This is an optimization exercise on Yosys and OpenROAD, whose aim is small area, a short achievable clock period and few clock cycles, not a production implementation.
Where RTL was checked, it was by simulation tests only, not by an equivalence proof against the original.
Power is estimated from default activity; no workload was simulated.

==> flow/design.v <==
module alu16(CK, reset, start, instruction, inputR1, inputR2, outputR, busy, done);
	input [15:0] inputR1, inputR2;
	input [2:0] instruction;
	input CK, reset, start;
	output [15:0] outputR;
	output reg busy;
	output reg done;
	reg [15:0] ra, rb, rc;
	reg        st_alu, st_mul, st_pre, st_div;
	reg        sub, osel;
	reg [3:0]  cnt;
	reg        triv;
	wire go = start & ~busy;
	function [3:0] msb;
		input [15:0] v;
		integer i;
		begin
			msb = 4'd0;
			for (i = 0; i < 16; i = i + 1)
				if (v[i]) msb = i;
		end
	endfunction
	function [3:0] nib;
		input [15:0] v;
		begin
			nib[3] = |v[15:12];
			nib[2] = |v[15:8];
			nib[1] = |v[15:4];
			nib[0] = |v;
		end
	endfunction
	wire        m   = ~st_mul | rb[0];
	wire [15:0] Q   = sub ? ~rb : (ra & {16{m}});
	wire        cin = sub | st_pre;
	wire [17:0] S2  = {1'b0, rc, 1'b1} + {1'b0, Q, cin};
	wire [15:0] S   = S2[16:1];
	wire        ge  = S2[17];
	wire [3:0]  pa = msb(inputR1);
	wire [3:0]  pb = msb(inputR2);
	wire        zb = (rb == 16'd0);
	wire [3:0]  na = nib(inputR1);
	wire [3:0]  nb = nib(inputR2);
	wire        sw = ~na[2] | nb[2];          
	wire [15:0] mc = sw ? inputR2 : inputR1;  
	wire [15:0] mp = sw ? inputR1 : inputR2;  
	wire        mul1 = (mp[15:1] == 15'd0);   
	wire        dv0  = ((nb & ~na) != 4'd0);  
	wire        fast = ((instruction == 3'b010) & mul1) | (((instruction == 3'b011) | (instruction == 3'b100)) & dv0);
	assign outputR = osel ? ra : rc;
	always @(posedge CK) begin
		if (reset) begin
			busy   <= 1'b0;
			done   <= 1'b0;
			st_alu <= 1'b0;
			st_mul <= 1'b0;
			st_pre <= 1'b0;
			st_div <= 1'b0;
		end
		else begin
			done <= 1'b0;
			if (go) begin
				sub  <= (instruction == 3'b001);
				osel <= (instruction == 3'b100);
				case (instruction)
					3'b000: begin ra <= inputR1; rc <= inputR2; end
					3'b001: begin rb <= inputR1; rc <= 16'd0; end
					3'b010: begin
						ra <= {mc[14:0], 1'b0};
						rb <= {1'b0, mp[15:1]};
						rc <= mc & {16{mp[0]}};
					end
					3'b011, 3'b100: begin
						ra   <= 16'd0;
						rb   <= inputR2;
						rc   <= inputR1;
						cnt  <= pa - pb;
						triv <= (pa < pb);
					end
					3'b101: rc <= inputR1 & inputR2;
					3'b110: rc <= inputR1 | inputR2;
					default: rc <= 16'd0;
				endcase
				st_alu <= (instruction == 3'b000) | (instruction == 3'b001);
				st_mul <= (instruction == 3'b010) & ~mul1;
				st_pre <= ((instruction == 3'b011) | (instruction == 3'b100)) & ~dv0;
				busy   <= ((instruction[2] == 1'b0) | (instruction == 3'b100)) & ~fast;
				done   <= ((instruction[2] == 1'b1) & (instruction != 3'b100)) | fast;
			end
			else if (st_alu) begin
				rc     <= S;
				st_alu <= 1'b0;
				busy   <= 1'b0;
				done   <= 1'b1;
			end
			else if (st_mul) begin
				rc <= S;
				ra <= ra << 1;
				rb <= rb >> 1;
				if (rb[15:1] == 15'd0) begin
					st_mul <= 1'b0;
					busy   <= 1'b0;
					done   <= 1'b1;
				end
			end
			else if (st_pre) begin
				st_pre <= 1'b0;
				if (zb) begin
					rc   <= S;
					ra   <= 16'hffff;
					busy <= 1'b0;
					done <= 1'b1;
				end
				else if (triv) begin
					busy <= 1'b0;
					done <= 1'b1;
				end
				else begin
					rb     <= rb << cnt;
					sub    <= 1'b1;
					st_div <= 1'b1;
				end
			end
			else if (st_div) begin
				if (ge) rc <= S;
				ra  <= {ra[14:0], ge};
				rb  <= rb >> 1;
				cnt <= cnt - 4'd1;
				if (cnt == 4'd0) begin
					st_div <= 1'b0;
					busy   <= 1'b0;
					done   <= 1'b1;
				end
			end
		end
	end
endmodule
clock: 7.5 ns
lec_check: 0
cap_margin: 20
core_margin: 2
core_utilization: 40
setup_slack_margin: 3.8
slew_margin: 20
standard.sh (not shown) runs the stock make flow with config.mk's settings and CLKGATE_MAP_FILE= SYNTH_SCRIPT=/design/flow/synth_recipe.tcl, a recipe that flattens the netlist after the stock synthesis.
==> flow/flow/run.sh <==
#!/bin/bash
# Standard layout, with the port buffers built from a regular buffer cell
# instead of the delay cell the resizer picks by default.
export BUFFER_PORTS_ARGS="-buffer_cell sky130_fd_sc_hd__buf_4"
bash standard.sh > standard.log 2>&1
The starting point completed without violations.
Testbench counts at the start, summed over its fixed seeds: cycles 21,521.
Next try:
--- a/flow/design.v
+++ b/flow/design.v
@@ -40,7 +40,7 @@
 	wire        zb = (rb == 16'd0);
 	wire [3:0]  na = nib(inputR1);
 	wire [3:0]  nb = nib(inputR2);
-	wire        sw = ~na[2] | nb[2];          
+	wire        sw = ((na & ~nb) == 4'd0);    
 	wire [15:0] mc = sw ? inputR2 : inputR1;  
 	wire [15:0] mp = sw ? inputR1 : inputR2;  
 	wire        mul1 = (mp[15:1] == 15'd0);   
- sequential power falls slightly
- power falls slightly
- final cell count rises slightly
- via count rises slightly
- area after synthesis rises slightly
- utilization rises by 2.6 points
- worst setup slack gets worse by 0.13 ns
- global-route usage falls by 0.91 points
The RTL of the second run of this note was laid out without a check of its function.

## afterwards: timing with drivers on the ports
The results above use ideal ports. As a check the final layouts listed here were re-extracted and re-timed, cells and wires unchanged. Step 1 assumes that a clkbuf_16 drives the clock port and a buf_2 every other input. Step 2 adds t to the input delays and takes it off the output delays; t is the mean of the earliest and latest rising clock arrival at the registers after step 1. Input paths then give back, and output paths get back, about the clock's delay inside the block. Three values: ideal ports, drivers, drivers and shift; two values: the first two.
run | t, ns | slack for setup (ns) | slew at the worst register clock pin (ns) | worst data-port slew with drivers (ns) | pins driven straight from the clock port
the first run | 0.386 | 3.919 / 3.942 / 3.557 | 0.06 / 0.06 | 0.04 | 1
the second run | 0.372 | 3.789 / 3.790 / 3.418 | 0.06 / 0.06 | 0.06 | 1
After both steps setup and hold are still met in every run listed. For the second run, which loses most, drivers alone change the setup slack by +0.001 ns; drivers and shift together by -0.371 ns.
